Context: an optimization exercise on an open-source flow, tuned for small area. The choices shown serve that exercise and are no tape-out recipe.
In this exercise RTL edits were held to simulation tests only and were not proved equivalent to the original.
Power is estimated from default activity; no workload was simulated.

Setup of fjord:
// apb_slave
module apb_slave (
    input wire PCLK,
    input wire PRESETn,
    input wire PSEL,
    input wire PENABLE,
    input wire PWRITE,
    input wire [31:0] PADDR,
    input wire [31:0] PWDATA,
    output wire [31:0] PRDATA,
    output reg PREADY
);
    reg [3:0] raddr;
    wire [15:0] we;
    wire [15:0] web;
    wire [15:0] sel;
    wire [31:0] q [0:15];
    always @(posedge PCLK or negedge PRESETn) begin
        if (~PRESETn)
            PREADY <= 0;
        else
            PREADY <= 1;
    end
    always @(posedge PCLK)
        raddr <= PADDR[3:0];
    wire wr = PSEL & PENABLE & PWRITE;
    genvar w, b;
    generate
        for (w = 0; w < 16; w = w + 1) begin : word
            assign we[w] = wr & (PADDR[3:0] == w);
            assign web[w] = ~we[w];
            assign sel[w] = (raddr == w);
            for (b = 0; b < 32; b = b + 1) begin : bits
                apb_bit u (.clk(PCLK), .we(we[w]), .web(web[w]), .d(PWDATA[b]), .q(q[w][b]));
            end
        end
        for (b = 0; b < 32; b = b + 1) begin : rd
  ...
Size: ~1400 cells after synthesis, roughly 520 flip-flops, ~100 I/O pins.
make LEC_CHECK=0 CAP_MARGIN=20 CORE_MARGIN=2 CORE_UTILIZATION=40 CTS_BUF_LIST=sky130_fd_sc_hd__clkbuf_16 CTS_CLUSTER_DIAMETER=80 CTS_CLUSTER_SIZE=40 SLEW_MARGIN=20 SYNTH_HIERARCHICAL=1 SYNTH_MINIMUM_KEEP_SIZE=0 finish   # period 5.0 ns
run.sh (not shown) runs the stock make flow with config.mk's settings and CLKGATE_MAP_FILE= SYNTH_SCRIPT=/design/flow/synth_recipe.tcl, a recipe that flattens the netlist after the stock synthesis.
[inputs] cedar vs fjord
- CTS_CLUSTER_SIZE now 20, was 40
- CTS_BUF_LIST now sky130_fd_sc_hd__clkbuf_8, was sky130_fd_sc_hd__clkbuf_16
- CTS_CLUSTER_DIAMETER now 50, was 80
- GPL_TIMING_DRIVEN now 0, previously not set
Findings:
- Compared cedar against fjord; detail-routed via count per cell within noise.
- The run showing the smaller layout overhead on the synthesized area is fjord.
- [compare] base=fjord new=cedar: register-to-register setup slack lower; total power after layout decreased by 0.058 mW relative to the old numbers; first-pass GRT wire length rose about 5.6%; fmax now smaller; footprint of the multi-input gates shows no meaningful change.
- Comparing weighted congestion reported at the end of routability-driven placement for cedar and fjord, the bigger number came from cedar.
- Against fjord, cedar reports a combinational fraction of design power that is higher.
- The clock network area share in cedar sits 0.36 points below the value recorded for fjord.
- Compared with fjord, cedar shows a higher count of non-CTS buffers in the layout.
Relative to cedar, the following input files were edited for onyx:
- CTS_CLUSTER_DIAMETER no longer set, was 50
- CTS_CLUSTER_SIZE no longer set, was 20
- CTS_BUF_LIST no longer set, was sky130_fd_sc_hd__clkbuf_8
==> flow/flow/run.sh (new file) <==
#!/bin/bash
# Own layout flow: the standard synthesis and layout, with
#  - port buffers of the smallest buffer cell (every port still gets one),
#  - clock tree of clkbuf_8 leaf clusters without dummy balancing loads.
# Each step's full output goes to a log of its own in this folder.
set -euo pipefail
bash standard.sh synth > synth.log 2>&1
CTS="-sink_clustering_enable -repair_clock_nets -dont_use_dummy_load -buf_list sky130_fd_sc_hd__clkbuf_8 -sink_clustering_size 20 -sink_clustering_max_diameter 50"
bash standard.sh \
  "BUFFER_PORTS_ARGS=-buffer_cell sky130_fd_sc_hd__buf_1" \
  "CTS_ARGS=$CTS" \
  finish > layout.log 2>&1
==> flow/standard.sh (new file) <==
#!/bin/bash
# synth_recipe.tcl (not shown) runs the flow's synth.tcl, then flattens the netlist and writes it again
# the make line also repeats each setting of config.mk as NAME=value (left out here)
make -C /OpenROAD-flow-scripts/flow DESIGN_CONFIG=/design/flow/config.mk WORK_HOME=/design/flow/orfs CLKGATE_MAP_FILE= SYNTH_SCRIPT=/design/flow/synth_recipe.tcl "${@:-finish}"
removed: flow/run.sh
==> run notes <==
onyx did not stop at any stage, and its layout met the timing, design-rule and antenna checks.
cedar finished all stages; the layout is clean.
The met3 track demand over resource number comes out higher for onyx vs cedar.
Between cedar and onyx, the non-clock buffer total of the final layout is higher for onyx.
onyx vs. cedar: multi-input combinational area share went up 1.4 points, met1 track utilization from global routing went down 0.95 points, total power went down 0.69 mW, total detailed-routing wirelength went down 0.63%, final core area utilization went down 1.9 points.
| logic depth of the worst setup path including buffers | higher: cedar |
Compared with cedar, onyx shows a lower slew of the pin with the lowest slew margin.
Between cedar and onyx, the flow reports total cell area at the placement stage decreasing slightly.
Modified inputs, sierra compared to onyx
- removing GPL_TIMING_DRIVEN (formerly 0)
==> flow/run.sh (new file) <==
#!/bin/bash
# synth_recipe.tcl (not shown) runs the flow's synth.tcl, then flattens the netlist and writes it again
# the make line also repeats each setting of config.mk as NAME=value (left out here)
make -C /OpenROAD-flow-scripts/flow DESIGN_CONFIG=/design/flow/config.mk WORK_HOME=/design/flow/orfs CLKGATE_MAP_FILE= SYNTH_SCRIPT=/design/flow/synth_recipe.tcl finish
removed: flow/flow/run.sh
removed: flow/standard.sh
Results
onyx reports its classification of the worst-slack hold path as primary input to async pin while sierra reports register to register.
Cmp onyx and sierra / critical path's largest stage delay / higher: onyx
sierra against onyx: mean number of vias per cell dropped about 1.4%, internal power contribution climbed 32%.
The lower count of non-filler cells in the finished layout came out of onyx.
Global placement routability congestion is higher on onyx
In sierra relative to onyx, switching power total had gone up by more than 10%.
Of onyx and sierra, the higher power per cell area belongs to sierra.
On final design area excluding fillers, the higher figure sits with sierra, not onyx.
onyx vs sierra, endpoint of the worst setup timing path: PRDATA[29] vs PRDATA[1]
Clock power (lower): onyx
From onyx to sierra the numbers moved as follows: maximum frequency now smaller, top fanout value on the critical path shows an increase of 9.
## Diff of input files: garnet against sierra
- CTS_CLUSTER_DIAMETER newly set to 40
- CTS_CLUSTER_SIZE newly set to 10
- CTS_BUF_LIST newly set to sky130_fd_sc_hd__clkbuf_4
- Row fraction of area in registers: garnet higher / sierra lower
- Fraction of area in multi-input gates delta for garnet relative to sierra: 1.6 points higher
- garnet vs. sierra: total global-route track usage essentially unchanged; pin slew with the least headroom to its limit -0.017 ns; total number of vias up about 0.65%; total length of routed met3 wires shows a reduction of 2.0%; relative area change from synthesis to final layout now sits lower.
- Looking at routed wire length on met2, garnet sits about 0.7% below sierra.
- Per the comparison of garnet with sierra, non-clock buffer area fraction after layout up 0.26 points; internal power component down 19%.


the previous run:
The RTL this note starts from:
==> flow/design.v <==
`timescale 1ns / 1ps
module apb_bit (
    input wire clk,
    input wire we,
    input wire web,
    input wire d,
    output reg q
);
    always @(posedge clk)
        q <= (q & web) | (d & we);
endmodule
module apb_aoi3 (
    input wire a0, input wire s0,
    input wire a1, input wire s1,
    input wire a2, input wire s2,
    output wire y
);
    assign y = ~((a0 & s0) | (a1 & s1) | (a2 & s2));
endmodule
module apb_nand2 (
    input wire a, input wire s,
    output wire y
);
    assign y = ~(a & s);
endmodule
module apb_nand6 (
    input wire [5:0] x,
    output wire y
);
    assign y = ~&x;
endmodule
module apb_slave (
    input wire PCLK,
    input wire PRESETn,
    input wire PSEL,
    input wire PENABLE,
    input wire PWRITE,
    input wire [31:0] PADDR,
    input wire [31:0] PWDATA,
    output wire [31:0] PRDATA,
    output reg PREADY
);
    reg [3:0] raddr;
    wire [15:0] we;
    wire [15:0] web;
    wire [15:0] sel;
    wire [31:0] q [0:15];
    always @(posedge PCLK or negedge PRESETn) begin
        if (~PRESETn)
            PREADY <= 0;
        else
            PREADY <= 1;
    end
    always @(posedge PCLK)
        raddr <= PADDR[3:0];
    wire wr = PSEL & PENABLE & PWRITE;
    genvar w, b;
    generate
        for (w = 0; w < 16; w = w + 1) begin : word
            assign we[w] = wr & (PADDR[3:0] == w);
            assign web[w] = ~we[w];
            assign sel[w] = (raddr == w);
            for (b = 0; b < 32; b = b + 1) begin : bits
                apb_bit u (.clk(PCLK), .we(we[w]), .web(web[w]), .d(PWDATA[b]), .q(q[w][b]));
            end
        end
        for (b = 0; b < 32; b = b + 1) begin : rd
            wire [5:0] x;
            apb_aoi3 g0 (.a0(q[0][b]),  .s0(sel[0]),  .a1(q[1][b]),  .s1(sel[1]),  .a2(q[2][b]),  .s2(sel[2]),  .y(x[0]));
            apb_aoi3 g1 (.a0(q[3][b]),  .s0(sel[3]),  .a1(q[4][b]),  .s1(sel[4]),  .a2(q[5][b]),  .s2(sel[5]),  .y(x[1]));
            apb_aoi3 g2 (.a0(q[6][b]),  .s0(sel[6]),  .a1(q[7][b]),  .s1(sel[7]),  .a2(q[8][b]),  .s2(sel[8]),  .y(x[2]));
            apb_aoi3 g3 (.a0(q[9][b]),  .s0(sel[9]),  .a1(q[10][b]), .s1(sel[10]), .a2(q[11][b]), .s2(sel[11]), .y(x[3]));
            apb_aoi3 g4 (.a0(q[12][b]), .s0(sel[12]), .a1(q[13][b]), .s1(sel[13]), .a2(q[14][b]), .s2(sel[14]), .y(x[4]));
            apb_nand2 g5 (.a(q[15][b]), .s(sel[15]), .y(x[5]));
            apb_nand6 g6 (.x(x), .y(PRDATA[b]));
        end
    endgenerate
endmodule
clock: 5.0 ns
lec_check: 0
cap_margin: 20
core_margin: 2
core_utilization: 40
slew_margin: 20
synth_hierarchical: 1
synth_minimum_keep_size: 0
standard.sh (not shown) runs the stock make flow with config.mk's settings and CLKGATE_MAP_FILE= SYNTH_SCRIPT=/design/flow/synth_recipe.tcl, a recipe that flattens the netlist after the stock synthesis.
==> flow/flow/run.sh <==
#!/bin/bash
# Own layout flow: the standard synthesis and layout, with
#  - port buffers of the smallest buffer cell (every port still gets one),
#  - clock tree of clkbuf_8 leaf clusters without dummy balancing loads.
# Each step's full output goes to a log of its own in this folder.
set -euo pipefail
bash standard.sh synth > synth.log 2>&1
CTS="-sink_clustering_enable -repair_clock_nets -dont_use_dummy_load -buf_list sky130_fd_sc_hd__clkbuf_8 -sink_clustering_size 20 -sink_clustering_max_diameter 50"
bash standard.sh \
  "BUFFER_PORTS_ARGS=-buffer_cell sky130_fd_sc_hd__buf_1" \
  "CTS_ARGS=$CTS" \
  finish > layout.log 2>&1
Inputs modified between the previous run and the current run:
- putting PLACE_DENSITY at 0.75 where nothing was set
- swapping 40 for 65 in CORE_UTILIZATION
Results
Final cell area: the current run below the previous run
Synthesis-to-layout area growth (higher): the previous run
The previous run and the current run ended up with roughly the same combinational power share.
The power of the current run was superior to that of the previous run.
The normalized max-slew margin in the current run sits 8.2 points below the value recorded for the previous run.

[re-timing with driven ports]
Ports are ideal in the flow. The routed layouts listed here were re-timed in OpenROAD.
Step 1 sets driving cells, clkbuf_16 on the clock port and buf_2 on the other inputs (assumed; they add their load-dependent delay and slew).
Step 2 moves the port delays by t, midway between the first and last clock arrival at a register: inputs arrive t later, outputs are due t later. That takes back most of the time a late clock gives input paths.
a / b / c = no drivers / after step 1 / after step 2; a / b = the first two.
| run | shift t [ns] | setup slack, ns | worst setup path after step 2 | slew at the worst register clock pin (ns) | pins driven straight from the clock port |
|---|---|---|---|---|---|
| fjord | 0.650 | 0.487 / 0.431 / 1.081 | register to output | 0.12 / 0.12 | 1 |
| cedar | 0.701 | 0.207 / 0.153 / 0.854 | register to output | 0.12 / 0.12 | 1 |
| onyx | 0.679 | 0.891 / 0.838 / 1.517 | register to output | 0.12 / 0.12 | 1 |
| sierra | 0.659 | 0.504 / 0.446 / 1.105 | register to output | 0.07 / 0.07 | 1 |
| garnet | 0.809 | 0.313 / 0.259 / 1.068 | register to output | 0.11 / 0.11 | 1 |
| the previous run | 0.682 | 0.731 / 0.675 / 1.357 | register to output | 0.12 / 0.12 | 1 |
| the current run | 0.610 | 0.755 / 0.705 / 1.315 | register to output | 0.12 / 0.12 | 1 |
After both steps setup and hold are still met in every run listed.
